Source: an optimization exercise on an open RTL-to-GDS flow (aim: small area, a short achievable clock period and few clock cycles). Production flows keep margins and buffers that such runs may drop.
No functional check of the RTL was part of any run shown here.

## flow/design.v (module list and top-level ports; edited modules follow where they fit)
// module CNN: 2733 lines
// module xnr: 3 lines
// module orr: 3 lines
// module fa: 4 lines
module CNN(
    input                       clk,
    input                       rst_n,
    input                       in_valid,
    input      signed [15:0]    in_data,
    input                       opt,
    output reg                  out_valid,
    output reg signed [15:0]    out_data
);
  // ...
==> flow/run.sh <==
#!/bin/bash
# synth_recipe.tcl (not shown) runs the flow's synth.tcl, then flattens the netlist and writes it again
# the make line also repeats each setting of config.mk as NAME=value (left out here)
make -C /OpenROAD-flow-scripts/flow DESIGN_CONFIG=/design/flow/config.mk WORK_HOME=/design/flow/orfs CLKGATE_MAP_FILE= SYNTH_SCRIPT=/design/flow/synth_recipe.tcl finish
==> flow/config.mk <==
export PLATFORM = sky130hd
export DESIGN_NAME = CNN
export DESIGN_NICKNAME = CNN
export VERILOG_FILES = /design/flow/design.v
export SDC_FILE = /design/flow/constraint.sdc
export NUM_CORES = 4
export LEC_CHECK = 0
export ABC_CLOCK_PERIOD_IN_PS = 3000
export CAP_MARGIN = 20
export CORE_MARGIN = 2
export CORE_UTILIZATION = 40
export PLACE_DENSITY = 0.6
export SLEW_MARGIN = 20
export SYNTH_HIERARCHICAL = 1
export SYNTH_MINIMUM_KEEP_SIZE = 0
==> flow/constraint.sdc <==
create_clock -name core_clock -period 14.0 [get_ports {clk}]
set_input_delay 2.8000 -clock core_clock [delete_from_list [all_inputs] [get_ports {clk}]]
set_output_delay 2.8000 -clock core_clock [all_outputs]
set_load 0.01 [all_outputs]
==> results.toml, run 1 <==
[clock_network]
cts.reportedPaths.clkPinSlew_ns = 0.06
cts_max_level = 3
holdBufCountCts = 0

[hold_path]
hp-class = "reg2reg"
hold_start = "ring[25][12]"

[sta]
setup_violations = 0
final.setup_skew_ns = 0.0618

[setup_path]
r2r.worst_path.cells = 16
endpoint_kind = "flop"
cpLargestDelayFamily = "simple AND/OR/NAND/NOR gates"

[placed_design]
placedCellCount = 6454
dp_worst_setup_slack_ns = 8.50

[cells_and_area]
area_share_clock_buf_inv_pct = 6.15
final_core_util_pct = 44.7
register_area_mm2 = 0.0237
final_cell_mix = "sky130_fd_sc_hd__nand2_1, sky130_fd_sc_hd__fa_1, sky130_fd_sc_hd__dfxtp_1"
layout.nets = 5778
top_area_cell_class = "multi-input combinational cells"

[synth]
synth_seq_area_share_pct = 40.8
post_synthesis_simple_gate_area_fraction_pct = 12.0
synth_top_family_by_area = "adder cells"
proportion_of_synthesized_area_in_mux_cells_pct = 0.715
synth_enable_flop_cells = 176
synth_warnings = 8

[run_status]
outcome = "finished clean"

[global_routing]
globalRouteMet2Util_pct = 31.0
==> run 2, diff against run 1 <==
--- a/flow/config.mk
+++ b/flow/config.mk
@@ -7,3 +7,2 @@
 export LEC_CHECK = 0
-export ABC_CLOCK_PERIOD_IN_PS = 3000
 export CAP_MARGIN = 20
==> run 2 against run 1 <==
Effect of this change: setup slack did not move; global-route usage did not move; synthesized cell count did not move.
==> results.toml, run 2 <==
[setup_path]
cp-start-kind = "flop"
setup.worst_path.class = "reg2reg"
crit_fanout = 32
r2r.worst_path.cells = 16
worst_path_required_ns = 14.51
cp_data_arrival_time_ns = 5.98
endpoint_kind = "flop"

[route]
vias = 33500
route.detailed.wl_per_inst_um = 20.4
drc_errors = 0
finalWirelength_um = 136000
ant_nets = 0
drt_pre_antenna_iters = 6
routed_via_density = 5.02
drt-initial-drc-count = 2567

[synth]
synth_seq_area_share_pct = 40.8
synth_enable_flop_cells = 176
synth_top_cells_by_area = "sky130_fd_sc_hd__fa_1, sky130_fd_sc_hd__dfxtp_1, sky130_fd_sc_hd__edfxtp_1"
yosys.cell_count.top_type = "sky130_fd_sc_hd__nand2_1"
post_synthesis_cell_type_count = 71
synthesis.area_per_instance_um2 = 12.3
synth_common_cells = "sky130_fd_sc_hd__nand2_1, sky130_fd_sc_hd__fa_1, sky130_fd_sc_hd__dfxtp_1"
synth-async-reset-ratio_pct = 0.822
netlist.top_cell.by_area = "sky130_fd_sc_hd__fa_1"
synth_top_area_share_pct = 35.3
ff_latch_count_synth = 1095
synthCells = 4717
synth_warnings = 8
synth_ff_type = "sky130_fd_sc_hd__dfxtp_1"
mappedNetlistArea_mm2 = 0.0581

[sta]
drv_slew = 0
final-hold-violation-count = 0
grt_setup_unrepaired = "no"
worst_pin_slew_ns = 1.14
max_freq_mhz = 183
slew-limit-headroom_pct = 23.9
fin_crit_sh_pct = 39.1
timing.setup.tns_ns = 0
setup_violations = 0
final.setup_skew_ns = 0.0618
fin_crit_ns = 5.47

[floorplan]
die-area_mm2 = 0.148
fp.dieW_um = 385
floorplan.initialDensity_pct = 40.4
ios = 37
core_area_mm2 = 0.144
num_rows = 139
die_height_um = 385

[placed_design]
gp_routability_congestion = 0.870
dp_hpwl_um = 92600
placedCellCount = 6454
io_buffers = 36

[clock_network]
cts.reportedPaths.clkPinSlew_ns = 0.06
tritoncts_buffer_count = 113
clock-sinks = 1095
cts_max_level = 3
clock_tree_from_tritoncts = "yes"
postCtsResizedCells = 0
max-clock-path-buffers = 3
clock_latency_ns = 0.75
postCtsSetupBuffers = 0
holdBufCountCts = 0
ctsRootBufferMaster = "sky130_fd_sc_hd__clkbuf_16"

[cells_and_area]
layout.nets = 5778
fin_cells = 6670
largest_register_ffs = 576
syn_to_final_growth_pct = 10.5
final_core_util_pct = 44.7
final_cell_mix = "sky130_fd_sc_hd__nand2_1, sky130_fd_sc_hd__fa_1, sky130_fd_sc_hd__dfxtp_1"
largestRegisters = "ring: 576 flops, sa: 32 flops, sb: 31 flops"
fraction_of_final_layout_cells_sized_beyond_drive_strength_1_pct = 6.36
mostFrequentLayoutCell = "sky130_fd_sc_hd__nand2_1"
regMostFlops = "ring"

[run_status]
outcome = "finished clean"

[global_routing]
grt_antenna_before_repair = 9
most_utilized_layer_in_the_global_route_result = "met2"
groute.layer.met1.usage_pct = 24.7
globalRouteMet2Util_pct = 31.0
grt_remaining_overflow = 0
grt.total_usage_pct = 18.8
vias_in_the_first_global_route = 36700
grtUsageMet3_pct = 3.56
global_route_wire_length_before_repair_um = 213000
grt_start_max_net_pins = 50

[hold_path]
hold_path_depth = 0
hp-class = "reg2reg"

[job]
timing.max_cap.violations = 0
## run 2: cell counts after synthesis
No cell type changed its count.
## run 2: per-module statistics from Yosys (local to each module, per instance)
module | flops+latches | cells
xnr | 0 | 1
orr | 0 | 1
fa | 0 | 1
CNN | 1095 | 3390
## run 2: routing by layer
metal | vias up | wire length (um)
met5 | - | 0
met2 | 1304 | 65700
met1 | 17400 | 56000
met4 | 0 | 4310
met3 | 272 | 10300
li1 | 14500 | -
## run 2: through the flow
stage	cell area (um2)	hold slack [ns]	setup WS, ns
floorplan	58100	0.310	9.82
global placement	60300	0.310	8.54
detailed placement	60300	0.312	8.50
CTS	64200	0.290	8.44
global route	64200	0.301	8.03
finish	64200	0.296	8.53
## run 2: worst paths after layout
path | from | end | slack (ns)
min in group asynchronous | rst_n | out_valid | 2.42
max in group asynchronous | rst_n | cnt[1] | 11.26
hold / removal | ring[25][12] | ring[26][12] | 0.30
hold reg to reg | ring[25][12] | ring[26][12] | 0.30
setup reg to reg | sa[1] | mx0[9] | 8.53
setup / recovery | sa[1] | mx0[9] | 8.53
## run 2: final cells by class
class	count	area, um2
tap	1903	2380
antenna	1	2.50
sequential	1095	23700
inverter	30	113
clock inverter	68	806
clock buffer	146	3150
timing repair buffer	88	758
fill	12900	79600
multi-input combinational	3339	33300
## run 2: kinds of logic (layout without fill, tap and decap cells)
| family | after synthesis | in the layout | share of synthesized area [%] |
|---|---|---|---|
| AOI/OAI and AO/OA | 124 | 124 | 1.51 |
| xor gates and xnor gates | 418 | 418 | 6.30 |
| adders and majority gates | 1091 | 1091 | 36.7 |
| buffers and inverters | 284 | 332 | 1.94 |
| DFF | 1095 | 1095 | 40.8 |
| muxes | 39 | 39 | 0.715 |
| other | 1 | 3 | 0.00645 |
| and+or+nand+nor | 1665 | 1665 | 12.0 |
## run 2: critical path, cell delays in order, from the launching register on
cell and delay, ns:
sky130_fd_sc_hd__dfxtp_1 0.31, sky130_fd_sc_hd__ha_1 0.28, sky130_fd_sc_hd__nor2b_1 0.14, sky130_fd_sc_hd__o31a_2 0.33, sky130_fd_sc_hd__o211ai_1 0.35, sky130_fd_sc_hd__o21ai_0 0.13, sky130_fd_sc_hd__a31oi_1 0.22, sky130_fd_sc_hd__mux2_2 0.67
sky130_fd_sc_hd__nor2_1 0.12, sky130_fd_sc_hd__ha_1 0.38, sky130_fd_sc_hd__and3_1 0.24, sky130_fd_sc_hd__nand4_2 0.14, sky130_fd_sc_hd__or4_4 0.56, sky130_fd_sc_hd__o211ai_1 0.11, sky130_fd_sc_hd__nand4bb_2 0.69, sky130_fd_sc_hd__or2_0 0.47
sky130_fd_sc_hd__o31ai_1 0.11

re-timing with driven ports:
No port has a modelled driver above. Below, the same layouts with a new extraction and two added sets of constraints.
Step 1 (the two cells are an assumption about what drives the block):
set clk [get_ports {clk}]
set_driving_cell -lib_cell sky130_fd_sc_hd__clkbuf_16 $clk
set_driving_cell -lib_cell sky130_fd_sc_hd__buf_2 [delete_from_list [all_inputs] $clk]
Step 2 also shifts input and output timing later by t, the mid clock arrival at the registers, as if the neighbouring blocks saw the same clock.
a / b / c = ideal / step 1 / step 2; a / b = the first two.
run	t, ns	setup slack, ns	hold WS [ns]	worst setup path after step 2	cell pins on the clock port's net
run 1	0.801	8.532 / 8.532 / 8.532	0.296 / 0.296 / 0.296	register to register	1
run 2	0.801	8.532 / 8.532 / 8.532	0.296 / 0.296 / 0.296	register to register	1
After both steps every run listed still meets setup and hold.
